Context: an optimization exercise on an open-source flow, tuned for small area. The choices shown serve that exercise and are no tape-out recipe. No run shown here included a check of the RTL's function; only the layout flow was run.

==> flow/standard.sh <==
#!/bin/bash
# synth_recipe.tcl (not shown) runs the flow's synth.tcl, then flattens the netlist and writes it again
# the make line also repeats each setting of config.mk as NAME=value (left out here)
make -C /OpenROAD-flow-scripts/flow DESIGN_CONFIG=/design/flow/config.mk WORK_HOME=/design/flow/orfs CLKGATE_MAP_FILE= SYNTH_SCRIPT=/design/flow/synth_recipe.tcl "${@:-finish}"
==> flow/flow/run.sh <==
#!/bin/bash
# The standard layout, with the port buffers made from the smallest buffer.
set -euo pipefail
export BUFFER_PORTS_ARGS="-buffer_cell sky130_fd_sc_hd__buf_1"
bash standard.sh > standard.log 2>&1
==> flow/design.v <==
module Column (
  input  wire [7:0] x0, x1, x2, x3,
  input  wire [7:0] w0, w1, w2, w3,
  input  wire [7:1] xs0, xs1, xs2, xs3,
  output wire [7:0] lowr,
  output wire       sat_a,
  output wire       sat_b
);
  wire p0_0_0 = ~(x0[0] & w0[0]);
  wire p0_0_1 = ~(x0[0] & w0[1]);
  wire p0_0_2 = ~(x0[0] & w0[2]);
  wire p0_0_3 = ~(x0[0] & w0[3]);
  wire p0_0_4 = ~(x0[0] & w0[4]);
  wire p0_0_5 = ~(x0[0] & w0[5]);
  wire p0_0_6 = ~(x0[0] & w0[6]);
  wire p0_0_7 = ~(x0[0] & w0[7]);
  wire p0_1_0 = ~(x0[1] & w0[0]);
  wire p0_1_1 = ~(x0[1] & w0[1]);
  wire p0_1_2 = ~(x0[1] & w0[2]);
  wire p0_1_3 = ~(x0[1] & w0[3]);
  wire p0_1_4 = ~(x0[1] & w0[4]);
  wire p0_1_5 = ~(x0[1] & w0[5]);
  wire p0_1_6 = ~(x0[1] & w0[6]);
  wire p0_2_0 = ~(x0[2] & w0[0]);
  wire p0_2_1 = ~(x0[2] & w0[1]);
  wire p0_2_2 = ~(x0[2] & w0[2]);
  wire p0_2_3 = ~(x0[2] & w0[3]);
  wire p0_2_4 = ~(x0[2] & w0[4]);
  wire p0_2_5 = ~(x0[2] & w0[5]);
  wire p0_3_0 = ~(x0[3] & w0[0]);
  wire p0_3_1 = ~(x0[3] & w0[1]);
  wire p0_3_2 = ~(x0[3] & w0[2]);
  wire p0_3_3 = ~(x0[3] & w0[3]);
  wire p0_3_4 = ~(x0[3] & w0[4]);
  wire p0_4_0 = ~(x0[4] & w0[0]);
  wire p0_4_1 = ~(x0[4] & w0[1]);
  wire p0_4_2 = ~(x0[4] & w0[2]);
  wire p0_4_3 = ~(x0[4] & w0[3]);
  wire p0_5_0 = ~(x0[5] & w0[0]);
  wire p0_5_1 = ~(x0[5] & w0[1]);
  wire p0_5_2 = ~(x0[5] & w0[2]);
  wire p0_6_0 = ~(x0[6] & w0[0]);
  wire p0_6_1 = ~(x0[6] & w0[1]);
  wire p0_7_0 = ~(x0[7] & w0[0]);
  wire p1_0_0 = ~(x1[0] & w1[0]);
  wire p1_0_1 = ~(x1[0] & w1[1]);
  wire p1_0_2 = ~(x1[0] & w1[2]);
  wire p1_0_3 = ~(x1[0] & w1[3]);
  wire p1_0_4 = ~(x1[0] & w1[4]);
  wire p1_0_5 = ~(x1[0] & w1[5]);
  wire p1_0_6 = ~(x1[0] & w1[6]);
  wire p1_0_7 = ~(x1[0] & w1[7]);
  wire p1_1_0 = ~(x1[1] & w1[0]);
  wire p1_1_1 = ~(x1[1] & w1[1]);
  wire p1_1_2 = ~(x1[1] & w1[2]);
  wire p1_1_3 = ~(x1[1] & w1[3]);
  wire p1_1_4 = ~(x1[1] & w1[4]);
  wire p1_1_5 = ~(x1[1] & w1[5]);
  wire p1_1_6 = ~(x1[1] & w1[6]);
  wire p1_2_0 = ~(x1[2] & w1[0]);
  wire p1_2_1 = ~(x1[2] & w1[1]);
  wire p1_2_2 = ~(x1[2] & w1[2]);
  wire p1_2_3 = ~(x1[2] & w1[3]);
  wire p1_2_4 = ~(x1[2] & w1[4]);
  wire p1_2_5 = ~(x1[2] & w1[5]);
  wire p1_3_0 = ~(x1[3] & w1[0]);
  wire p1_3_1 = ~(x1[3] & w1[1]);
  wire p1_3_2 = ~(x1[3] & w1[2]);
  wire p1_3_3 = ~(x1[3] & w1[3]);
  wire p1_3_4 = ~(x1[3] & w1[4]);
  wire p1_4_0 = ~(x1[4] & w1[0]);
  wire p1_4_1 = ~(x1[4] & w1[1]);
  wire p1_4_2 = ~(x1[4] & w1[2]);
  wire p1_4_3 = ~(x1[4] & w1[3]);
  wire p1_5_0 = ~(x1[5] & w1[0]);
  wire p1_5_1 = ~(x1[5] & w1[1]);
  wire p1_5_2 = ~(x1[5] & w1[2]);
  wire p1_6_0 = ~(x1[6] & w1[0]);
  wire p1_6_1 = ~(x1[6] & w1[1]);
  wire p1_7_0 = ~(x1[7] & w1[0]);
  wire p2_0_0 = ~(x2[0] & w2[0]);
  wire p2_0_1 = ~(x2[0] & w2[1]);
  wire p2_0_2 = ~(x2[0] & w2[2]);
  wire p2_0_3 = ~(x2[0] & w2[3]);
  wire p2_0_4 = ~(x2[0] & w2[4]);
  wire p2_0_5 = ~(x2[0] & w2[5]);
  wire p2_0_6 = ~(x2[0] & w2[6]);
  wire p2_0_7 = ~(x2[0] & w2[7]);
  wire p2_1_0 = ~(x2[1] & w2[0]);
  wire p2_1_1 = ~(x2[1] & w2[1]);
  wire p2_1_2 = ~(x2[1] & w2[2]);
  wire p2_1_3 = ~(x2[1] & w2[3]);
  wire p2_1_4 = ~(x2[1] & w2[4]);
  wire p2_1_5 = ~(x2[1] & w2[5]);
  wire p2_1_6 = ~(x2[1] & w2[6]);
  wire p2_2_0 = ~(x2[2] & w2[0]);
  wire p2_2_1 = ~(x2[2] & w2[1]);
  wire p2_2_2 = ~(x2[2] & w2[2]);
  wire p2_2_3 = ~(x2[2] & w2[3]);
  wire p2_2_4 = ~(x2[2] & w2[4]);
  wire p2_2_5 = ~(x2[2] & w2[5]);
  wire p2_3_0 = ~(x2[3] & w2[0]);
  wire p2_3_1 = ~(x2[3] & w2[1]);
  wire p2_3_2 = ~(x2[3] & w2[2]);
  wire p2_3_3 = ~(x2[3] & w2[3]);
  wire p2_3_4 = ~(x2[3] & w2[4]);
  wire p2_4_0 = ~(x2[4] & w2[0]);
  wire p2_4_1 = ~(x2[4] & w2[1]);
  wire p2_4_2 = ~(x2[4] & w2[2]);
  wire p2_4_3 = ~(x2[4] & w2[3]);
  wire p2_5_0 = ~(x2[5] & w2[0]);
  wire p2_5_1 = ~(x2[5] & w2[1]);
  wire p2_5_2 = ~(x2[5] & w2[2]);
  wire p2_6_0 = ~(x2[6] & w2[0]);
  wire p2_6_1 = ~(x2[6] & w2[1]);
  wire p2_7_0 = ~(x2[7] & w2[0]);
  wire p3_0_0 = ~(x3[0] & w3[0]);
  wire p3_0_1 = ~(x3[0] & w3[1]);
  wire p3_0_2 = ~(x3[0] & w3[2]);
  wire p3_0_3 = ~(x3[0] & w3[3]);
  wire p3_0_4 = ~(x3[0] & w3[4]);
  wire p3_0_5 = ~(x3[0] & w3[5]);
  wire p3_0_6 = ~(x3[0] & w3[6]);
  wire p3_0_7 = ~(x3[0] & w3[7]);
  wire p3_1_0 = ~(x3[1] & w3[0]);
  wire p3_1_1 = ~(x3[1] & w3[1]);
  wire p3_1_2 = ~(x3[1] & w3[2]);
  wire p3_1_3 = ~(x3[1] & w3[3]);
  wire p3_1_4 = ~(x3[1] & w3[4]);
  wire p3_1_5 = ~(x3[1] & w3[5]);
  wire p3_1_6 = ~(x3[1] & w3[6]);
  wire p3_2_0 = ~(x3[2] & w3[0]);
  wire p3_2_1 = ~(x3[2] & w3[1]);
  wire p3_2_2 = ~(x3[2] & w3[2]);
  wire p3_2_3 = ~(x3[2] & w3[3]);
  wire p3_2_4 = ~(x3[2] & w3[4]);
  wire p3_2_5 = ~(x3[2] & w3[5]);
  wire p3_3_0 = ~(x3[3] & w3[0]);
  wire p3_3_1 = ~(x3[3] & w3[1]);
  wire p3_3_2 = ~(x3[3] & w3[2]);
  wire p3_3_3 = ~(x3[3] & w3[3]);
  wire p3_3_4 = ~(x3[3] & w3[4]);
  wire p3_4_0 = ~(x3[4] & w3[0]);
  wire p3_4_1 = ~(x3[4] & w3[1]);
  wire p3_4_2 = ~(x3[4] & w3[2]);
  wire p3_4_3 = ~(x3[4] & w3[3]);
  wire p3_5_0 = ~(x3[5] & w3[0]);
  wire p3_5_1 = ~(x3[5] & w3[1]);
  wire p3_5_2 = ~(x3[5] & w3[2]);
  wire p3_6_0 = ~(x3[6] & w3[0]);
  wire p3_6_1 = ~(x3[6] & w3[1]);
  wire p3_7_0 = ~(x3[7] & w3[0]);
  wire s1;
  wire c2;
  FullAdder fa2 (.a(p0_0_0), .b(p1_0_0), .c(p2_0_0), .s(s1), .co(c2));
  wire s3;
  wire c4;
  HalfAdderN ha4 (.an(p3_0_0), .bn(s1), .s(s3), .co(c4));
  wire s5;
  wire c6;
  FullAdder fa6 (.a(p0_0_1), .b(p0_1_0), .c(p1_0_1), .s(s5), .co(c6));
  wire s7;
  wire c8;
  FullAdder fa8 (.a(p1_1_0), .b(p2_0_1), .c(p2_1_0), .s(s7), .co(c8));
  wire s9;
  wire c10;
  FullAdder fa10 (.a(p3_0_1), .b(p3_1_0), .c(c2), .s(s9), .co(c10));
  wire s11;
  wire c12;
  FullAdder fa12 (.a(s5), .b(s7), .c(s9), .s(s11), .co(c12));
  wire i13;
  assign i13 = ~s11;
  wire s14;
  wire c15;
  HalfAdder ha15 (.a(c4), .b(i13), .s(s14), .co(c15));
  wire s16;
  wire c17;
  FullAdder fa17 (.a(p0_0_2), .b(p0_1_1), .c(p0_2_0), .s(s16), .co(c17));
  wire s18;
  wire c19;
  FullAdder fa19 (.a(p1_0_2), .b(p1_1_1), .c(p1_2_0), .s(s18), .co(c19));
  wire s20;
  wire c21;
  FullAdder fa21 (.a(p2_0_2), .b(p2_1_1), .c(p2_2_0), .s(s20), .co(c21));
  wire s22;
  wire c23;
  FullAdder fa23 (.a(p3_0_2), .b(p3_1_1), .c(p3_2_0), .s(s22), .co(c23));
  wire s24;
  wire c25;
  FullAdder fa25 (.a(c6), .b(c8), .c(s16), .s(s24), .co(c25));
  wire s26;
  wire c27;
  FullAdder fa27 (.a(s18), .b(s20), .c(s22), .s(s26), .co(c27));
  wire s28;
  wire c29;
  FullAdder fa29 (.a(c10), .b(s24), .c(s26), .s(s28), .co(c29));
  wire i30;
  assign i30 = ~c15;
  wire s31;
  wire c32;
  FullAdder fa32 (.a(c12), .b(s28), .c(i30), .s(s31), .co(c32));
  wire s33;
  wire c34;
  FullAdder fa34 (.a(p0_0_3), .b(p0_1_2), .c(p0_2_1), .s(s33), .co(c34));
  wire s35;
  wire c36;
  FullAdder fa36 (.a(p0_3_0), .b(p1_0_3), .c(p1_1_2), .s(s35), .co(c36));
  wire s37;
  wire c38;
  FullAdder fa38 (.a(p1_2_1), .b(p1_3_0), .c(p2_0_3), .s(s37), .co(c38));
  wire s39;
  wire c40;
  FullAdder fa40 (.a(p2_1_2), .b(p2_2_1), .c(p2_3_0), .s(s39), .co(c40));
  wire s41;
  wire c42;
  FullAdder fa42 (.a(p3_0_3), .b(p3_1_2), .c(p3_2_1), .s(s41), .co(c42));
  wire s43;
  wire c44;
  FullAdder fa44 (.a(p3_3_0), .b(c17), .c(c19), .s(s43), .co(c44));
  wire s45;
  wire c46;
  FullAdder fa46 (.a(c21), .b(c23), .c(s33), .s(s45), .co(c46));
  wire s47;
  wire c48;
  FullAdder fa48 (.a(s35), .b(s37), .c(s39), .s(s47), .co(c48));
  wire s49;
  wire c50;
  FullAdder fa50 (.a(s41), .b(c25), .c(c27), .s(s49), .co(c50));
  wire s51;
  wire c52;
  FullAdder fa52 (.a(s43), .b(s45), .c(s47), .s(s51), .co(c52));
  wire s53;
  wire c54;
  FullAdder fa54 (.a(c29), .b(s49), .c(s51), .s(s53), .co(c54));
  wire s55;
  wire c56;
  HalfAdderN ha56 (.an(s53), .bn(c32), .s(s55), .co(c56));
  wire s57;
  wire c58;
  FullAdder fa58 (.a(p0_0_4), .b(p0_1_3), .c(p0_2_2), .s(s57), .co(c58));
  wire s59;
  wire c60;
  FullAdder fa60 (.a(p0_3_1), .b(p0_4_0), .c(p1_0_4), .s(s59), .co(c60));
  wire s61;
  wire c62;
  FullAdder fa62 (.a(p1_1_3), .b(p1_2_2), .c(p1_3_1), .s(s61), .co(c62));
  wire s63;
  wire c64;
  FullAdder fa64 (.a(p1_4_0), .b(p2_0_4), .c(p2_1_3), .s(s63), .co(c64));
  wire s65;
  wire c66;
  FullAdder fa66 (.a(p2_2_2), .b(p2_3_1), .c(p2_4_0), .s(s65), .co(c66));
  wire s67;
  wire c68;
  FullAdder fa68 (.a(p3_0_4), .b(p3_1_3), .c(p3_2_2), .s(s67), .co(c68));
  wire s69;
  wire c70;
  FullAdder fa70 (.a(p3_3_1), .b(p3_4_0), .c(c34), .s(s69), .co(c70));
  wire s71;
  wire c72;
  FullAdder fa72 (.a(c36), .b(c38), .c(c40), .s(s71), .co(c72));
  wire s73;
  wire c74;
  FullAdder fa74 (.a(c42), .b(s57), .c(s59), .s(s73), .co(c74));
  wire s75;
  wire c76;
  FullAdder fa76 (.a(s61), .b(s63), .c(s65), .s(s75), .co(c76));
  wire s77;
  wire c78;
  FullAdder fa78 (.a(s67), .b(c44), .c(c46), .s(s77), .co(c78));
  wire s79;
  wire c80;
  FullAdder fa80 (.a(c48), .b(s69), .c(s71), .s(s79), .co(c80));
  wire s81;
  wire c82;
  FullAdder fa82 (.a(s73), .b(s75), .c(c50), .s(s81), .co(c82));
  wire s83;
  wire c84;
  FullAdder fa84 (.a(c52), .b(s77), .c(s79), .s(s83), .co(c84));
  wire s85;
  wire c86;
  FullAdder fa86 (.a(s81), .b(c54), .c(s83), .s(s85), .co(c86));
  wire i87;
  assign i87 = ~s85;
  wire s88;
  wire c89;
  HalfAdder ha89 (.a(i87), .b(c56), .s(s88), .co(c89));
  wire s90;
  wire c91;
  FullAdder fa91 (.a(p0_0_5), .b(p0_1_4), .c(p0_2_3), .s(s90), .co(c91));
  wire s92;
  wire c93;
  FullAdder fa93 (.a(p0_3_2), .b(p0_4_1), .c(p0_5_0), .s(s92), .co(c93));
  wire s94;
  wire c95;
  FullAdder fa95 (.a(p1_0_5), .b(p1_1_4), .c(p1_2_3), .s(s94), .co(c95));
  wire s96;
  wire c97;
  FullAdder fa97 (.a(p1_3_2), .b(p1_4_1), .c(p1_5_0), .s(s96), .co(c97));
  wire s98;
  wire c99;
  FullAdder fa99 (.a(p2_0_5), .b(p2_1_4), .c(p2_2_3), .s(s98), .co(c99));
  wire s100;
  wire c101;
  FullAdder fa101 (.a(p2_3_2), .b(p2_4_1), .c(p2_5_0), .s(s100), .co(c101));
  wire s102;
  wire c103;
  FullAdder fa103 (.a(p3_0_5), .b(p3_1_4), .c(p3_2_3), .s(s102), .co(c103));
  wire s104;
  wire c105;
  FullAdder fa105 (.a(p3_3_2), .b(p3_4_1), .c(p3_5_0), .s(s104), .co(c105));
  wire s106;
  wire c107;
  FullAdder fa107 (.a(c58), .b(c60), .c(c62), .s(s106), .co(c107));
  wire s108;
  wire c109;
  FullAdder fa109 (.a(c64), .b(c66), .c(c68), .s(s108), .co(c109));
  wire s110;
  wire c111;
  FullAdder fa111 (.a(s100), .b(s102), .c(s104), .s(s110), .co(c111));
  wire s112;
  wire c113;
  FullAdder fa113 (.a(s90), .b(s92), .c(s94), .s(s112), .co(c113));
  wire s114;
  wire c115;
  FullAdder fa115 (.a(s96), .b(s98), .c(c70), .s(s114), .co(c115));
  wire s116;
  wire c117;
  FullAdder fa117 (.a(c72), .b(c74), .c(c76), .s(s116), .co(c117));
  wire s118;
  wire c119;
  FullAdder fa119 (.a(s106), .b(s108), .c(s110), .s(s118), .co(c119));
  wire s120;
  wire c121;
  FullAdder fa121 (.a(s112), .b(c78), .c(c80), .s(s120), .co(c121));
  wire s122;
  wire c123;
  FullAdder fa123 (.a(s114), .b(s116), .c(s118), .s(s122), .co(c123));
  wire s124;
  wire c125;
  FullAdder fa125 (.a(c82), .b(c84), .c(s120), .s(s124), .co(c125));
  wire s126;
  wire c127;
  FullAdder fa127 (.a(s122), .b(c86), .c(s124), .s(s126), .co(c127));
  wire i128;
  assign i128 = ~s126;
  wire s129;
  wire c130;
  HalfAdder ha130 (.a(c89), .b(i128), .s(s129), .co(c130));
  wire s131;
  wire c132;
  FullAdder fa132 (.a(p0_0_6), .b(p0_1_5), .c(p0_2_4), .s(s131), .co(c132));
  wire s133;
  wire c134;
  FullAdder fa134 (.a(p0_3_3), .b(p0_4_2), .c(p0_5_1), .s(s133), .co(c134));
  wire s135;
  wire c136;
  FullAdder fa136 (.a(p0_6_0), .b(p1_0_6), .c(p1_1_5), .s(s135), .co(c136));
  wire s137;
  wire c138;
  FullAdder fa138 (.a(p1_2_4), .b(p1_3_3), .c(p1_4_2), .s(s137), .co(c138));
  wire s139;
  wire c140;
  FullAdder fa140 (.a(p1_5_1), .b(p1_6_0), .c(p2_0_6), .s(s139), .co(c140));
  wire s141;
  wire c142;
  FullAdder fa142 (.a(p2_1_5), .b(p2_2_4), .c(p2_3_3), .s(s141), .co(c142));
  wire s143;
  wire c144;
  FullAdder fa144 (.a(p2_4_2), .b(p2_5_1), .c(p2_6_0), .s(s143), .co(c144));
  wire s145;
  wire c146;
  FullAdder fa146 (.a(p3_0_6), .b(p3_1_5), .c(p3_2_4), .s(s145), .co(c146));
  wire s147;
  wire c148;
  FullAdder fa148 (.a(p3_3_3), .b(p3_4_2), .c(p3_5_1), .s(s147), .co(c148));
  wire s149;
  wire c150;
  FullAdder fa150 (.a(p3_6_0), .b(c101), .c(c103), .s(s149), .co(c150));
  wire s151;
  wire c152;
  FullAdder fa152 (.a(c105), .b(c91), .c(c93), .s(s151), .co(c152));
  wire s153;
  wire c154;
  FullAdder fa154 (.a(c95), .b(c97), .c(c99), .s(s153), .co(c154));
  wire s155;
  wire c156;
  FullAdder fa156 (.a(s131), .b(s133), .c(s135), .s(s155), .co(c156));
  wire s157;
  wire c158;
  FullAdder fa158 (.a(s137), .b(s139), .c(s141), .s(s157), .co(c158));
  wire s159;
  wire c160;
  FullAdder fa160 (.a(s143), .b(s145), .c(s147), .s(s159), .co(c160));
  wire s161;
  wire c162;
  FullAdder fa162 (.a(c107), .b(c109), .c(c111), .s(s161), .co(c162));
  wire s163;
  wire c164;
  FullAdder fa164 (.a(c113), .b(s149), .c(s151), .s(s163), .co(c164));
  wire s165;
  wire c166;
  FullAdder fa166 (.a(s153), .b(s155), .c(s157), .s(s165), .co(c166));
  wire s167;
  wire c168;
  FullAdder fa168 (.a(s159), .b(c115), .c(c117), .s(s167), .co(c168));
  wire s169;
  wire c170;
  FullAdder fa170 (.a(c119), .b(s161), .c(s163), .s(s169), .co(c170));
  wire s171;
  wire c172;
  FullAdder fa172 (.a(s165), .b(c121), .c(s167), .s(s171), .co(c172));
  wire s173;
  wire c174;
  FullAdder fa174 (.a(c123), .b(s169), .c(c125), .s(s173), .co(c174));
  wire s175;
  wire c176;
  FullAdder fa176 (.a(s171), .b(c127), .c(s173), .s(s175), .co(c176));
  wire i177;
  assign i177 = ~s175;
  wire s178;
  wire c179;
  HalfAdder ha179 (.a(c130), .b(i177), .s(s178), .co(c179));
  wire s180;
  wire c181;
  FullAdder fa181 (.a(p0_0_7), .b(p0_1_6), .c(p0_2_5), .s(s180), .co(c181));
  wire s182;
  wire c183;
  FullAdder fa183 (.a(p0_3_4), .b(p0_4_3), .c(p0_5_2), .s(s182), .co(c183));
  wire s184;
  wire c185;
  FullAdder fa185 (.a(p0_6_1), .b(p0_7_0), .c(p1_0_7), .s(s184), .co(c185));
  wire s186;
  wire c187;
  FullAdder fa187 (.a(p1_1_6), .b(p1_2_5), .c(p1_3_4), .s(s186), .co(c187));
  wire s188;
  wire c189;
  FullAdder fa189 (.a(p1_4_3), .b(p1_5_2), .c(p1_6_1), .s(s188), .co(c189));
  wire s190;
  wire c191;
  FullAdder fa191 (.a(p1_7_0), .b(p2_0_7), .c(p2_1_6), .s(s190), .co(c191));
  wire s192;
  wire c193;
  FullAdder fa193 (.a(p2_2_5), .b(p2_3_4), .c(p2_4_3), .s(s192), .co(c193));
  wire s194;
  wire c195;
  FullAdder fa195 (.a(p2_5_2), .b(p2_6_1), .c(p2_7_0), .s(s194), .co(c195));
  wire s196;
  wire c197;
  FullAdder fa197 (.a(p3_0_7), .b(p3_1_6), .c(p3_2_5), .s(s196), .co(c197));
  wire s198;
  wire c199;
  FullAdder fa199 (.a(p3_3_4), .b(p3_4_3), .c(p3_5_2), .s(s198), .co(c199));
  wire s200;
  wire c201;
  FullAdder fa201 (.a(p3_6_1), .b(p3_7_0), .c(c132), .s(s200), .co(c201));
  wire s202;
  wire c203;
  FullAdder fa203 (.a(c134), .b(c136), .c(c138), .s(s202), .co(c203));
  wire s204;
  wire c205;
  FullAdder fa205 (.a(c140), .b(c142), .c(c144), .s(s204), .co(c205));
  wire s206;
  wire c207;
  FullAdder fa207 (.a(c146), .b(c148), .c(s180), .s(s206), .co(c207));
  wire s208;
  wire c209;
  FullAdder fa209 (.a(s182), .b(s184), .c(s186), .s(s208), .co(c209));
  wire s210;
  wire c211;
  FullAdder fa211 (.a(s188), .b(s190), .c(s192), .s(s210), .co(c211));
  wire s212;
  wire c213;
  FullAdder fa213 (.a(s194), .b(s196), .c(s198), .s(s212), .co(c213));
  wire s214;
  wire c215;
  FullAdder fa215 (.a(c150), .b(c152), .c(c154), .s(s214), .co(c215));
  wire s216;
  wire c217;
  FullAdder fa217 (.a(c156), .b(c158), .c(c160), .s(s216), .co(c217));
  wire s218;
  wire c219;
  FullAdder fa219 (.a(s200), .b(s202), .c(s204), .s(s218), .co(c219));
  wire s220;
  wire c221;
  FullAdder fa221 (.a(s206), .b(s208), .c(s210), .s(s220), .co(c221));
  wire s222;
  wire c223;
  FullAdder fa223 (.a(s212), .b(c162), .c(c164), .s(s222), .co(c223));
  wire s224;
  wire c225;
  FullAdder fa225 (.a(s214), .b(c166), .c(s216), .s(s224), .co(c225));
  wire s226;
  wire c227;
  FullAdder fa227 (.a(s218), .b(s220), .c(c168), .s(s226), .co(c227));
  wire s228;
  wire c229;
  FullAdder fa229 (.a(c170), .b(s222), .c(s224), .s(s228), .co(c229));
  wire s230;
  wire c231;
  FullAdder fa231 (.a(c172), .b(s226), .c(s228), .s(s230), .co(c231));
  wire s232;
  wire c233;
  FullAdder fa233 (.a(c174), .b(s230), .c(c176), .s(s232), .co(c233));
  wire i234;
  assign i234 = ~s232;
  wire s235;
  wire c236;
  HalfAdder ha236 (.a(c179), .b(i234), .s(s235), .co(c236));
  assign lowr = {s235, s178, s129, s88, s55, s31, s14, s3};
  assign sat_a = ~c181 |
    ~c183 |
    ~c185 |
    ~c187 |
    ~c189 |
    ~c191 |
    ~c193 |
    ~c195 |
    ~c197 |
    ~c199 |
    ~c201 |
    ~c203 |
    ~c205 |
    ~c207 |
    ~c209 |
    ~c211 |
    ~c213 |
    ~c215 |
    ~c217 |
    ~c219 |
    ~c221 |
    ~c223 |
    ~c225 |
    ~c227 |
    ~c229 |
    (w0[1] & xs0[7]) |
    (w0[2] & xs0[6]) |
    (w0[3] & xs0[5]) |
    (w0[4] & xs0[4]) |
    (w0[5] & xs0[3]) |
    (w0[6] & xs0[2]) |
    (w0[7] & xs0[1]) |
    (w1[1] & xs1[7]) |
    (w1[2] & xs1[6]) |
    (w1[3] & xs1[5]) |
    (w1[4] & xs1[4]) |
    (w1[5] & xs1[3]) |
    (w1[6] & xs1[2]) |
    (w1[7] & xs1[1]) |
    (w2[1] & xs2[7]) |
    (w2[2] & xs2[6]) |
    (w2[3] & xs2[5]) |
    (w2[4] & xs2[4]) |
    (w2[5] & xs2[3]) |
    (w2[6] & xs2[2]) |
    (w2[7] & xs2[1]) |
    (w3[1] & xs3[7]) |
    (w3[2] & xs3[6]) |
    (w3[3] & xs3[5]) |
    (w3[4] & xs3[4]) |
    (w3[5] & xs3[3]) |
    (w3[6] & xs3[2]) |
    (w3[7] & xs3[1]);
  assign sat_b = ~c231 | ~c233 | c236;
endmodule
module FullAdder (
  input  wire a, b, c,
  output wire s, co
);
  assign s  = a ^ b ^ c;
  assign co = (a & b) | (a & c) | (b & c);
endmodule
module HalfAdder (
  input  wire a, b,
  output wire s, co
);
  assign s  = a ^ b;
  assign co = a & b;
endmodule
module HalfAdderN (
  input  wire an, bn,
  output wire s, co
);
  assign s  = an ^ bn;
  assign co = ~(an | bn);
endmodule
module Activation (
  input  wire       sat_a,
  input  wire       sat_b,
  input  wire [7:0] lowr,
  output wire [7:0] y
);
  wire [7:0] low = lowr ^ 8'b00000100;
  wire sat  = sat_a | sat_b;
  wire keep = (|low[7:4]) | (low[3] & (low[2] | low[1]));
  assign y = {8{sat}} | (low & {8{keep}});
endmodule
module Array (
  input  wire        clk  ,
  input  wire        rst  ,
  input  wire        start,
  input  wire [31:0] a_in ,
  input  wire [31:0] w_in ,
  output wire [31:0] y_out,
  output wire        ready,
  output wire        done
);
  reg [4:0] cnt;
  always @(posedge clk or posedge rst) begin
    if (rst) cnt <= 5'd0;
    else if (cnt == 5'd0) cnt <= start ? 5'd1 : 5'd0;
    else if (cnt == 5'd17) cnt <= 5'd0;
    else cnt <= cnt + 5'd1;
  end
  assign ready = cnt == 5'd0;
  assign done  = cnt == 5'd17;
  wire load = (cnt >= 5'd1) && (cnt <= 5'd4);
  reg [7:0] w [0:3][0:3];
  always @(posedge clk) begin
    if (load) begin
      for (int j = 0; j < 4; j++) begin
        w[0][j] <= w_in[8*j+:8];
        for (int i = 1; i < 4; i++) w[i][j] <= w[i-1][j];
      end
    end
  end
  reg [7:0] a0d1, a0d2, a0d3, a0d4, a1d1, a1d2, a1d3, a2d1, a2d2, a3d1;
  always @(posedge clk) begin
    a0d1 <= a_in[7:0];   a0d2 <= a0d1; a0d3 <= a0d2; a0d4 <= a0d3;
    a1d1 <= a_in[15:8];  a1d2 <= a1d1; a1d3 <= a1d2;
    a2d1 <= a_in[23:16]; a2d2 <= a2d1;
    a3d1 <= a_in[31:24];
  end
  wire [7:0] x0 = a0d4, x1 = a1d3, x2 = a2d2, x3 = a3d1;
  wire [7:1] xs0, xs1, xs2, xs3;
  generate
    for (genvar k = 1; k < 8; k = k + 1) begin : xsuf
      assign xs0[k] = |x0[7:k];
      assign xs1[k] = |x1[7:k];
      assign xs2[k] = |x2[7:k];
      assign xs3[k] = |x3[7:k];
    end
  endgenerate
  wire [7:0] lowr [0:3];
  wire [3:0] sat_a, sat_b;
  genvar j;
  generate
    for (j = 0; j < 4; j = j + 1) begin : col
      Column c (
        .x0(a0d4), .x1(a1d3), .x2(a2d2), .x3(a3d1),
        .w0(w[0][j]), .w1(w[1][j]), .w2(w[2][j]), .w3(w[3][j]),
        .xs0(xs0), .xs1(xs1), .xs2(xs2), .xs3(xs3),
        .lowr(lowr[j]), .sat_a(sat_a[j]), .sat_b(sat_b[j])
      );
    end
  endgenerate
  reg [9:0] s0, s1, s2, s3;
  always @(posedge clk) begin
    s0 <= {sat_b[0], sat_a[0], lowr[0]};
    s1 <= {sat_b[1], sat_a[1], lowr[1]};
    s2 <= {sat_b[2], sat_a[2], lowr[2]};
    s3 <= {sat_b[3], sat_a[3], lowr[3]};
  end
  wire [7:0] y0, y1, y2, y3;
  Activation act0 (.sat_a(s0[8]), .sat_b(s0[9]), .lowr(s0[7:0]), .y(y0));
  Activation act1 (.sat_a(s1[8]), .sat_b(s1[9]), .lowr(s1[7:0]), .y(y1));
  Activation act2 (.sat_a(s2[8]), .sat_b(s2[9]), .lowr(s2[7:0]), .y(y2));
  Activation act3 (.sat_a(s3[8]), .sat_b(s3[9]), .lowr(s3[7:0]), .y(y3));
  reg [7:0] r1b, r2b, r2c, r3b, r3c, r3d;
  always @(posedge clk) begin
    r1b <= y1;
    r2b <= y2; r2c <= r2b;
    r3b <= y3; r3c <= r3b; r3d <= r3c;
  end
  assign y_out = {r3d, r2c, r1b, y0};
endmodule
module top #(parameter N = 4) (
  input  wire           clk  ,
  input  wire           rst  ,
  input  wire           start,
  input  wire [8*N-1:0] a_in ,
  input  wire [8*N-1:0] w_in ,
  output wire [8*N-1:0] y_out,
  output wire           ready,
  output wire           done
);
  Array dut (
    .clk  (clk  ),
    .rst  (rst  ),
    .start(start),
    .a_in (a_in ),
    .w_in (w_in ),
    .y_out(y_out),
    .ready(ready),
    .done (done )
  );
endmodule
==> flow/config.mk <==
export PLATFORM = sky130hd
export DESIGN_NAME = top
export DESIGN_NICKNAME = top
export VERILOG_FILES = /design/flow/design.v
export SDC_FILE = /design/flow/constraint.sdc
export NUM_CORES = 4
export LEC_CHECK = 0
export CAP_MARGIN = 20
export CORE_MARGIN = 2
export CORE_UTILIZATION = 55
export CTS_CLUSTER_DIAMETER = 100
export CTS_CLUSTER_SIZE = 22
export SLEW_MARGIN = 20
export SYNTH_HIERARCHICAL = 1
==> flow/constraint.sdc <==
create_clock -name core_clock -period 5.0 [get_ports {clk}]
set_input_delay 1.0000 -clock core_clock [delete_from_list [all_inputs] [get_ports {clk}]]
set_output_delay 1.0000 -clock core_clock [all_outputs]
set_load 0.01 [all_outputs]
==> results of run 1 <==
modules after synthesis (local to each module, per instance), excerpt:
module / cell area (um2) / flops+latches
Activation: 101.3 / 0
HalfAdder: 12.51 / 0
HalfAdderN: 20.02 / 0
Array: 7727 / 301
Column: 893.4 / 0
FullAdder: 20.02 / 0
worst max-delay path, cell delays in order (launching register included):
cell and delay (ns):
dfxtp_4 0.42, buf_12 0.18, nand2_1 0.09, fa_1 0.49, fa_1 0.46, fa_1 0.56, fa_1 0.44, fa_1 0.40
fa_1 0.43, fa_1 0.41, fa_1 0.49, inv_1 0.04, ha_1 0.16, nand3b_1 0.14
registers in the layout, indices dropped and copies added, names as in the netlist, 10 cells and up:
| register | cells |
|---|---|
| dut.s1 | 10 |
| dut.s2 | 10 |
| dut.s3 | 10 |
| dut.s0 | 10 |
| dut.w | 128 |
metrics by stage:
stage	instance area [um2]	utilization, %	hold WS, ns	worst slack [ns]
finish	23420	62.61	0.3116	0.1466
global route	23410	62.60	0.3119	-0.0009512
CTS	23000	61.51	0.2992	0.03628
detailed placement	22460	60.05	0.3121	0.04506
global placement	22460	60.05	0.3099	0.09253
floorplan	20820	-	0.3096	-0.5134
area by class of cell:
type	count	area [um2]
diodes	2	5.005
well taps	511	639.4
inverters	49	183.9
clock inverters	4	35.03
fillers	3054	13980
flip-flops and latches	301	7353
multi-input cells	1243	12900
repair buffers	226	1794
clock buffers	28	509.2
layer usage:
layer / global-route usage [%] / part of all wire, %
met2: 50.29 / 47
met5: 0 / 0.039
met4: 11.47 / 4.3
met3: 7.869 / 11
met1: 42.27 / 38
cells by family after synthesis:
| group | count (synthesis) | share of synthesized area, % |
|---|---|---|
| XOR/XNOR | 1 | 0.04219 |
| AO/OA/AOI/OAI | 80 | 3.555 |
| flip-flops | 301 | 35.31 |
| multiplexers | 2 | 0.09641 |
| adder cells (fa/ha/maj) | 463 | 43.52 |
| buffers and inverters | 132 | 2.965 |
| AND/OR/NAND/NOR | 697 | 14.52 |
Yosys cell counts, types with 4 or more instances:
library cell / number
clkbuf_1: 51
or2_2: 8
a22oi_1: 8
inv_1: 49
nor2_1: 6
or3_4: 4
and4_1: 13
fa_1: 432
or3_2: 4
dfxtp_1: 168
a22o_1: 20
nor3_1: 9
nand4_1: 24
or4_4: 4
ha_1: 31
nand3b_1: 4
nor2b_1: 4
a221oi_1: 8
a21oi_1: 10
nor4_1: 5
dfrtp_1: 5
a31oi_1: 5
a222oi_1: 4
nor4_4: 4
or3_1: 16
or2_1: 4
edfxtp_1: 128
nand2_1: 584
buf_4: 32
a221oi_2: 16
o221ai_1: 4
repair_timing:
action | CTS | global route
resized for setup | 0 | 23
setup endpoints to repair | 0 | 8
buffers inserted | 0 | 21
final timing paths:
check,startpoint,to,depth (start not counted)
setup reg to reg,dut.a1d3[0]$_DFF_P_,dut.s2[9]$_DFF_P_,13
setup / recovery,dut.a1d3[0]$_DFF_P_,dut.s2[9]$_DFF_P_,13
hold / removal,rst,dut.cnt[1]$_DFF_PP0_,2
min in group core_clock,dut.a0d3[1]$_DFF_P_,dut.a0d4[1]$_DFF_P_,0
max in group asynchronous,rst,dut.cnt[0]$_DFF_PP0_,2
hold reg to reg,dut.a0d3[1]$_DFF_P_,dut.a0d4[1]$_DFF_P_,0
==> summary.txt, run 1 <==
The critical path data arrival time is approximately 5.3 ns. The synthesized netlist net count came out at 2206. Leaving out fill and tap cells, the most frequent cell in the layout is nand2_1. The run finished with no timing, DRC or antenna violations. In this run the core area contains 71 standard-cell rows.

In the final design database the tool counted about 2400 nets. At the later pin of the worst-skew pair, clock insertion delay measures around 0.56 ns. The cell count after synthesis came out at ~1700. The number of flip-flops and latches in the synthesized netlist came out at ~300. The post-route DRC violation count is 0.

The ratio of final minimum period to clock period is 97.07%. By area the synthesized netlist is led by fa_1, edfxtp_1, dfxtp_1. The yosys synthesis warning count is 9. From synthesis to final layout, the design area changed by 12.77%. The sum of net half-perimeters after detailed placement came out at ~43000 um. In this run the deepest clock path goes through 3 buffers.

Across the routed clock network, the largest skew measured is 0.02626 ns. The number of distinct library cells after synthesis came out at 40. The routed length per instance came out at 25.74 um. The top cell types in the final layout, fill and taps aside, are nand2_1, fa_1, dfxtp_1, edfxtp_1, buf_1.

The number of buffers added to fix hold violations after cts came out at 0. The worst setup path is launched from a flop. The number of slew-limit violations in the final report is 0. fa_1 takes more of the synthesized area than any other cell.

In this run the tool buffered the top-level ports with 100 buffer cells. After synthesis the cells add up to between 20000 and 25000 um2. The sequential fraction of the synthesis area came out at 35.31%.

The effective utilization at floorplan came out at between 50 and 60%. The clock net in this run drives a total of approximately 300 sinks. In the final timing run, aggregate negative setup slack is 0 ns.

In this run the standard cell core region covers 37400 um2. The area share of the leading cell type in the synthesized netlist is roughly two fifths. The kind of critical path is reg -> reg. Among all flip-flop cells after synthesis, the most frequent one is dfxtp_1.

TritonCTS built the clock tree. The vertical extent of the die came out at just under 200 um. The global-route wire length before repair is just under 90000 um. A synthesized cell averages approximately 12 um2. For the pin with the worst max-slew slack, the measured transition is around 0.83 ns. The detail route stage leaves a number of antenna-violating nets equal to 0. The smallest clock period supported by the final layout is computed as between 4 and 5 ns.

The number of synthesized flops with an enable pin is 128. The initial antenna violation count came to 3. Clock-pin slew was measured on the worst setup and hold paths at approximately 0.10 ns. The violation count after the first detailed-routing iteration is 1223. In the synthesized netlist the async set-or-reset flop fraction comes to 1.661%. The via count of the first global-routing pass is between 10000 and 15000. The master cell of the clock root buffer is clkbuf_16.

The global-route usage over all layers is around a third. The via count is 14200. The number of placed instances, taps included is approximately 2300. Entering global routing, the biggest net connects 129 pins. The relative slew slack came out at ~45%. The I/O pin total came out at a little over 100.

The non-filler instance count after layout is approximately 2400. The worst hold path belongs to the class in -> async. STA classifies the critical path endpoint as a flop. The die covers 39320 um2. The maximum fanout along the worst path is 8. In this run the register-to-register setup slack is about 0.15 ns. The total congestion overflow after global routing came out at 0. The total wirelength of the detailed-routed design came out at approximately 61000 um. The required time of the worst setup path came out at roughly 5.4 ns.

The die span in x is about 200 um. Setup violations remaining at the end of the flow were counted as 0. The fmax is slightly above 0.2 GHz.

The hold violation total from the final report came to 0. Clock tree synthesis inserted a total of 18 buffers. After detailed routing, the number of vias per cell comes to about 6.0.

The maximum level of the CTS H-tree came out at 1. The number of detailed-route iterations in the first pass is 6. The tool flagged a number of max-cap violations equal to 0.

The congestion estimate from routability-driven global placement came to 0.9385. The share of cells above drive strength 1 came out at 11.56%.
==> inputs of run 2 (changes only) <==
--- a/flow/config.mk
+++ b/flow/config.mk
@@ -9,6 +9,4 @@
 export CORE_MARGIN = 2
 export CORE_UTILIZATION = 55
-export CTS_CLUSTER_DIAMETER = 100
-export CTS_CLUSTER_SIZE = 22
 export SLEW_MARGIN = 20
 export SYNTH_HIERARCHICAL = 1
==> summary.txt, run 2 <==
The global-route wire length before repair was 90200 um (+0.74%). The routed length per instance is 25.97 um (+0.87%). The number of buffers on the longest clock path came to 3 (unchanged). The sequential fraction of the synthesis area came out at 35.31% (unchanged).

The relative area change from synthesis to final layout came out at 15.67%. The number of buffers and inverters on the critical path came out at 1 (-1). The count of max-cap constraint violations came out at 0 (unchanged). The I/O pin total came out at 101 (unchanged). The startpoint identified for the worst register-to-register timing path is dut.a2d2[6]$_DFF_P_. The maximum fanout along the worst path came out at 11 (+3).

The number of rows in the core area is 71 (unchanged). The critical path data arrival time is 5.30 ns (about the same). The required time of the worst setup path is 5.43 ns (about the same). The number of slew-limit violations in the final report came out at 0 (unchanged). The number of setup violations in the final report came out at 0 (unchanged). The total CTS buffers came to 34 (+16). The number of detailed-route iterations in the first pass came out at 9 (+3). The root buffer cell chosen for the clock tree is clkbuf_16. The non-filler instance count after layout came out at 2389 (+1.1%). The shortest clock period the worst path allows after layout is 4.866 ns (+0.01250 ns). The worst setup slack for register-to-register paths came out at 0.13 ns (about the same). The flip-flop count of the largest register, all copies and words added is 128 (unchanged). The kind of cell with the highest combined delay along the critical path is adder cells. The global placer's final weighted congestion came out at 0.9385 (unchanged). STA classifies the critical path endpoint as a flop. The post-synthesis cell type with the largest combined area is fa_1. The sum of net half-perimeters after detailed placement is 43030 um (unchanged). The total congestion overflow after global routing came to 0 (unchanged). The cell count of the worst reg-to-reg path is 11 (-2).

The relative slew slack is 46.01% (+1.4 points). The synthesized netlist net count came out at 2206 (unchanged). The number of distinct library cells after synthesis is 40 (unchanged).

The async set-or-reset flop fraction in the synthesized netlist is 1.661% (unchanged). The number of flip-flops and latches in the synthesized netlist is 301 (unchanged). The clock skew after layout is 0.02424 ns (-0.002022 ns). The post-synthesis average cell area is 12.39 um2 (unchanged).

The hold violation total from the final report was 0 (unchanged). The critical path goes through nand2_1 -> fa_1 -> fa_1 -> fa_1 -> fa_1 -> fa_1 -> fa_1 -> fa_1 -> inv_1 -> ha_1 -> nand3b_1. The setup path with the least slack is of type reg -> reg. The cell seen most often among critical-path stages is fa_1.

The global-route usage over all layers came out at 31.94% (+0.42 points). The final hold slack is 0.3153 ns (+0.003635 ns). The total of buffers placed on input and output ports was 100 (unchanged). The run finished with no timing, DRC or antenna violations. The clock sink count was 301 (unchanged). The cell with the biggest individual delay on the critical path is dfxtp_1. The vertical extent of the die came out at 198.3 um (unchanged). Setup repair after global routing left no endpoint under its margin. The post-route antenna net violation count came out at 0 (unchanged).

The worst setup path is launched from a flop. The min-delay analysis places its worst path in the category in -> async. dut.w holds more flip-flops than any other register. The total wirelength of the detailed-routed design came out at 62030 um (+1.9%). The longest individual stage delay on the worst path is 0.78 ns (+0.22 ns). The number of fill cells is 2973 (-2.7%). The initial antenna violation count is 3 (unchanged).

The post-CTS clock slew at the launch and capture registers of the worst setup and hold paths came to 0.06 ns (-0.04 ns). The via count of the first global-routing pass came out at 15150 (+1.3%). In this run the critical register-to-register path is captured at dut.s2[9]$_DFF_P_. The area of the placeable core is 37400 um2 (unchanged). The final setup TNS is 0 ns (unchanged). The full die area is 39320 um2 (unchanged). The effective utilization at floorplan came out at 55.52% (unchanged). The maximum number of pins on one net before global-route repair is 129 (unchanged). The core occupancy in the finished layout came to 64.22% (+1.6 points). The die span in x was 198.3 um (unchanged). The post-route DRC violation count is 0 (unchanged).

The transition time at the pin with the least slew margin came out at 0.8099 ns (-0.02141 ns). The via count came out at 14330 (+0.90%). The maximum level of the CTS H-tree is 2 (+1). The area share of the leading cell type in the synthesized netlist is 41.65% (unchanged). By area the synthesized netlist is led by fa_1, edfxtp_1, dfxtp_1.

The insertion delay to the later sink of the worst-skew pair came out at 0.55 ns (about the same). The fmax came out at 0.2055 GHz (-0.26%). The number of placed instances, taps included came out at 2302 (unchanged). The share of cells above drive strength 1 is 12.73% (+1.2 points).

In the synthesized netlist, the cells that appear most often are nand2_1, fa_1, dfxtp_1, edfxtp_1, clkbuf_1. The ratio of final minimum period to clock period came out at 97.32% (+0.25 points). The number of synthesized flops with an enable pin is 128 (unchanged).

The yosys synthesis warning count is 9 (unchanged). The most frequently used cell type in the post-synthesis netlist is nand2_1. In this run the worst setup path begins at dut.a2d2[6]$_DFF_P_. The netlist area before placement came out at 20760 um2 (unchanged).

In the layout the commonest cells are nand2_1, fa_1, dfxtp_1, edfxtp_1, buf_1. The average via count per standard cell came to 5.999 (-0.15%). The violation count after the first detailed-routing iteration came out at 1300 (+6.3%).

The layout net count came out at 2381 (+0.51%). The most used flip-flop cell after synthesis is dfxtp_1. The synthesized instance count came out at 1676 (unchanged). The TritonCTS clock tree is done. The number of buffers added to fix hold violations after cts came out at 0 (unchanged). The leading cell type in the layout, fill and taps excluded is nand2_1.
## run 2: cell counts after synthesis
No cell type changed its count.
## run 2: what timing repair did
item,in CTS,in global routing
resized for setup,0,20
endpoints found under the hold margin,0,0
setup buffers,0,15
setup endpoints to repair,0,8
## run 2: layout make-up
| type | instances | area (um2) | share of cell area [%] |
|---|---|---|---|
| diodes | 1 | 2.502 | 0.01042 |
| flip-flops and latches | 301 | 7353 | 30.62 |
| inverters | 49 | 183.9 | 0.7658 |
| multi-input cells | 1243 | 12890 | 53.67 |
| well taps | 511 | 639.4 | 2.662 |
| repair buffers | 222 | 1774 | 7.387 |
| clock buffers | 48 | 1062 | 4.423 |
| clock inverters | 14 | 112.6 | 0.4688 |
## run 2: per-layer routing
metal / up-vias / share of wire [%] / track usage, %
li1: 5788 / - / -
met1: 7427 / 36 / 42.12
met2: 914 / 47 / 50.93
met3: 198 / 11 / 8.295
met4: 4 / 4.9 / 12.81
met5: - / 0.050 / 0
## run 2: stage by stage
| stage | area [um2] | worst slack (ns) |
|---|---|---|
| CTS | 23640 | 0.02467 |
| global route | 24020 | 0.0001896 |
| floorplan | 20820 | -0.5134 |
| detailed placement | 22460 | 0.04506 |
| global placement | 22460 | 0.09253 |
| finish | 24020 | 0.1341 |
## run 2: worst max path at each step
| stage | end | slack (ns) | cells past startpoint |
|---|---|---|---|
| global route | dut.s1[9]$_DFF_P_ | 0.0002 | 13 |
| CTS | dut.s1[9]$_DFF_P_ | 0.02 | 12 |
| floorplan | dut.w[0][0]$_DFFE_PP_ | -0.51 | 4 |
| global placement | dut.s1[9]$_DFF_P_ | 0.09 | 12 |
| detailed placement | dut.s1[9]$_DFF_P_ | 0.05 | 12 |
| finish | dut.s2[9]$_DFF_P_ | 0.13 | 11 |
## run 2: kinds of logic (layout without fill, tap and decap cells)
| kind of cell | count (synthesis) | in the layout | share of synthesized area (%) |
|---|---|---|---|
| xor+xnor | 1 | 1 | 0.04219 |
| mux | 2 | 2 | 0.09641 |
| simple gates | 697 | 697 | 14.52 |
| buf+inv | 132 | 333 | 2.965 |
| compound gates | 80 | 80 | 3.555 |
| fa+ha+maj | 463 | 463 | 43.52 |
| other cells | 0 | 1 | 0 |
| flops | 301 | 301 | 35.31 |
## run 2: Yosys stat by module (local to each module, per instance), a selection
module      cells  copies in the design  flip-flops and latches
Activation     15                     4                       0
Array         356                     1                     301
Column        196                     4                       0
HalfAdderN      3                     8                       0
HalfAdder       1                    20                       0
FullAdder       1                   432                       0
==> inputs of run 3 (changes only) <==
--- a/flow/config.mk
+++ b/flow/config.mk
@@ -8,5 +8,7 @@
 export CAP_MARGIN = 20
 export CORE_MARGIN = 2
-export CORE_UTILIZATION = 55
+export CORE_UTILIZATION = 65
+export CTS_CLUSTER_DIAMETER = 100
+export CTS_CLUSTER_SIZE = 22
 export SLEW_MARGIN = 20
 export SYNTH_HIERARCHICAL = 1
==> summary.txt, run 3 <==
The effective utilization at floorplan came to 65.97% (+10 points). The number of slew-limit violations in the final report is 0 (unchanged). The sum of net half-perimeters after detailed placement is 42490 um (-1.2%).

The transition time at the pin with the least slew margin came out at 0.8371 ns (+0.02725 ns). The kind of critical path is reg -> reg. The area of the placeable core came out at 31470 um2 (-16%). The synthesized netlist net count came to 2206 (unchanged). The non-filler instance count after layout is 2242 (-6.2%).

The synthesized instance count came to 1676 (unchanged). The total wirelength of the detailed-routed design is 59500 um (-4.1%). The post-CTS clock slew at the launch and capture registers of the worst setup and hold paths came out at 0.09 ns (+0.03 ns). The most numerous cell type found on the critical path is fa_1. The final hold slack is 0.3254 ns (+0.01013 ns). The met3 wirelength from detailed routing came out at 8542 um (+20%). TritonCTS built the clock tree.

The number of placed instances, taps included is 2199 (-4.5%). The worst hold path class is in -> async. The maximum number of pins on one net before global-route repair is 129 (unchanged). The routed length per instance is 26.54 um (+2.2%). The flow ran to the end and the layout has no timing, DRC or antenna violations.

The insertion delay to the later sink of the worst-skew pair came out at 0.52 ns (-0.03 ns). The worst setup slack for register-to-register paths is 0.10 ns (-0.03 ns). The total CTS buffers is 17 (-50%). The endpoint identified for the worst register-to-register timing path is dut.s2[9]$_DFF_P_.

STA classifies the critical path startpoint as a flop. The global-route usage over all layers was 35.98% (+4.0 points). The area share of the leading cell type in the synthesized netlist is 41.65% (unchanged). The ratio of final minimum period to clock period is 97.96% (+0.64 points). The netlist area before placement came out at 20760 um2 (unchanged).

The required time of the worst setup path came out at 5.41 ns (-0.02 ns). The count of max-cap constraint violations came to 0 (unchanged). The post-synthesis average cell area came out at 12.39 um2 (unchanged).

The most frequently used cell type in the post-synthesis netlist is nand2_1. The library cells used most frequently in the layout, excluding fill and tap cells, are nand2_1, fa_1, dfxtp_1, edfxtp_1, buf_1. The die span in x came out at 182.7 um (-7.9%).

The startpoint identified for the worst register-to-register timing path is dut.a1d3[0]$_DFF_P_. The shortest clock period the worst path allows after layout came out at 4.898 ns (+0.03191 ns). The routed length on met2 came out at 26970 um (-7.9%). The async set-or-reset flop fraction in the synthesized netlist came out at 1.661% (unchanged).

The relative slew slack came out at 44.19% (-1.8 points). The via count is 14220 (-0.75%). The sequential fraction of the synthesis area was 35.31% (unchanged).

The longest individual stage delay on the worst path came to 0.59 ns (-0.19 ns). After synthesis, the cell types taking the most area are fa_1, edfxtp_1, dfxtp_1. The global-route wire length before repair is 88400 um (-2.0%). The maximum level of the CTS H-tree came out at 1 (-1). For this design, the slowest cell found on the critical path is fa_2. The leading cell type in the layout, fill and taps excluded is nand2_1. The total of buffers placed on input and output ports came to 100 (unchanged).

The yosys synthesis warning count is 9 (unchanged). The global placer's final weighted congestion came to 0.9924 (+5.7%). The via count of the first global-routing pass is 15260 (+0.76%). The post-synthesis cell type with the largest combined area is fa_1. The register with the most flip-flops in the final layout is dut.w.

The number of flip-flops and latches in the synthesized netlist was 301 (unchanged). The hold violation total from the final report is 0 (unchanged). The clock skew after layout is 0.01397 ns (-0.01027 ns). The number of detailed-route iterations in the first pass is 6 (-3).

The total congestion overflow after global routing came out at 0 (unchanged). CTS placed an instance of clkbuf_16 at the clock tree root. The number of rows in the core area came out at 65 (-8.5%). The cell count of the worst reg-to-reg path came out at 13 (+2). The number of buffers added to fix hold violations after cts came out at 0 (unchanged).

The share of cells above drive strength 1 came to 10.71% (-2.0 points). Traced cell by cell, the critical path runs through buf_12 -> nand2_1 -> fa_1 -> fa_2 -> fa_1 -> fa_1 -> fa_1 -> fa_1 -> fa_1 -> fa_1 -> inv_1 -> ha_1 -> nand3b_1. The worst setup path is captured at a flop. The fmax came out at 0.2042 GHz (-0.65%).

The post-route DRC violation count is 0 (unchanged). The violation count after the first detailed-routing iteration is 1698 (+31%). The post-route antenna net violation count came to 0 (unchanged). The average via count per standard cell is 6.344 (+5.8%). In this run the top signal layer used is met5. The vertical extent of the die came out at 182.7 um (-7.9%). The initial antenna violation count came out at 2 (-1). The number of buffers on the longest clock path came out at 3 (unchanged). The number of distinct library cells after synthesis is 40 (unchanged). The most used flip-flop cell after synthesis is dfxtp_1.

The clock sink count came to 301 (unchanged). The number of inserted diodes is 0 (-1). The number of synthesized flops with an enable pin was 128 (unchanged). The I/O pin total is 101 (unchanged). The total routed wire length on the met1 layer is 20930 um (-7.3%). The layout net count is 2361 (-0.84%). The flip-flop count of the largest register, all copies and words added came to 128 (unchanged).

By count the netlist is led by nand2_1, fa_1, dfxtp_1, edfxtp_1, clkbuf_1. The critical path data arrival time came out at 5.30 ns (about the same). The number of setup violations in the final report came out at 0 (unchanged).

The full die area came out at 33390 um2 (-15%). The relative area change from synthesis to final layout came out at 11.47%. The maximum fanout along the worst path came to 7 (-4).
## run 3: cell counts after synthesis
No cell type changed its count.
## run 3: how the worst max path moves through the flow
| stage | startpoint | end | slack, ns | cells past startpoint |
|---|---|---|---|---|
| after floorplan | dut.cnt[1]$_DFF_PP0_ | dut.w[0][0]$_DFFE_PP_ | -0.51 | 4 |
| final | dut.a1d3[0]$_DFF_P_ | dut.s2[9]$_DFF_P_ | 0.10 | 13 |
| after global placement | dut.a1d3[6]$_DFF_P_ | dut.s1[9]$_DFF_P_ | 0.17 | 11 |
| after global routing | dut.a1d3[6]$_DFF_P_ | dut.s1[9]$_DFF_P_ | -0.006 | 11 |
| after detailed placement | dut.a1d3[0]$_DFF_P_ | dut.s2[9]$_DFF_P_ | 0.1 | 13 |
| after CTS | dut.a1d3[0]$_DFF_P_ | dut.s2[9]$_DFF_P_ | 0.09 | 13 |
## run 3: Yosys stat by module (local to each module, per instance), a selection
module | times used | flip-flops and latches | cells
Column | 4 | 0 | 196
Activation | 4 | 0 | 15
Array | 1 | 301 | 356
HalfAdderN | 8 | 0 | 3
FullAdder | 432 | 0 | 1
HalfAdder | 20 | 0 | 1
## run 3: cell type report
cell class | count | area, um2
clock buffer | 27 | 473.0
clock inverter | 1 | 6.256
fill | 2175 | 8327
inverter | 49 | 183.9
multi-input combinational | 1243 | 12880
sequential | 301 | 7360
tap | 402 | 503.0
timing repair buffer | 219 | 1742
## run 3: metrics by stage
| stage | utilization (%) | area, um2 | worst slack, ns | setup TNS (ns) |
|---|---|---|---|---|
| global route | 73.54 | 23150 | -0.005757 | -0.01074 |
| global placement | 71.03 | 22360 | 0.1735 | 0 |
| finish | 73.54 | 23150 | 0.1022 | 0 |
| floorplan | - | 20820 | -0.5134 | -65.71 |
| CTS | 72.55 | 22840 | 0.08680 | 0 |
| detailed placement | 71.03 | 22360 | 0.09564 | 0 |
## run 3: metal layers
layer / vias up / track usage, %
met5: - / 0.8889
met4: 2 / 11.48
met3: 207 / 9.432
met2: 1129 / 57.34
met1: 7165 / 49.20
li1: 5721 / -
## run 3: cell families after synthesis
kind of cell,Yosys count,synth area share [%]
simple gates,697,14.52
fa+ha+maj,463,43.52
flops,301,35.31
buf+inv,132,2.965
compound gates,80,3.555
mux,2,0.09641
xor+xnor,1,0.04219
## run 3: repair_timing
| item | 4_1_cts | 5_1_grt |
|---|---|---|
| gates resized for setup | 0 | 20 |
| setup buffers | 0 | 7 |
| setup endpoints to repair | 0 | 6 |
## run 3: critical path, delay by kind of cell (launching register included)
family	cells	cell delay [ns]
buffers and inverters	2	0.23
and+or+nand+nor	2	0.25
DFF	1	0.42
adders and majority gates	9	3.87

## separate check: timing with driven ports
In the flow no input, the clock included, has a driving cell. The finished layouts below were timed again as built, in two steps.
Step 1, drivers: a clkbuf_16 drives clk and a buf_2 each remaining input, both assumed.
Step 2 moves the port delays by t, midway between the first and last clock arrival at a register: inputs arrive t later, outputs are due t later. That takes back most of the time a late clock gives input paths.
Slacks: ideal ports / drivers / drivers and shift; pairs: ideal ports / drivers.
| run | t, ns | setup slack, ns | worst setup path at the end | clock arrival spread, ns |
|---|---|---|---|---|
| run 1 | 0.605 | 0.147 / 0.147 / 0.147 | register to register | 0.026 / 0.027 |
| run 2 | 0.593 | 0.134 / 0.134 / 0.134 | register to register | 0.029 / 0.029 |
| run 3 | 0.568 | 0.102 / 0.102 / 0.102 | register to register | 0.015 / 0.014 |
After both steps setup and hold are still met in every run listed.
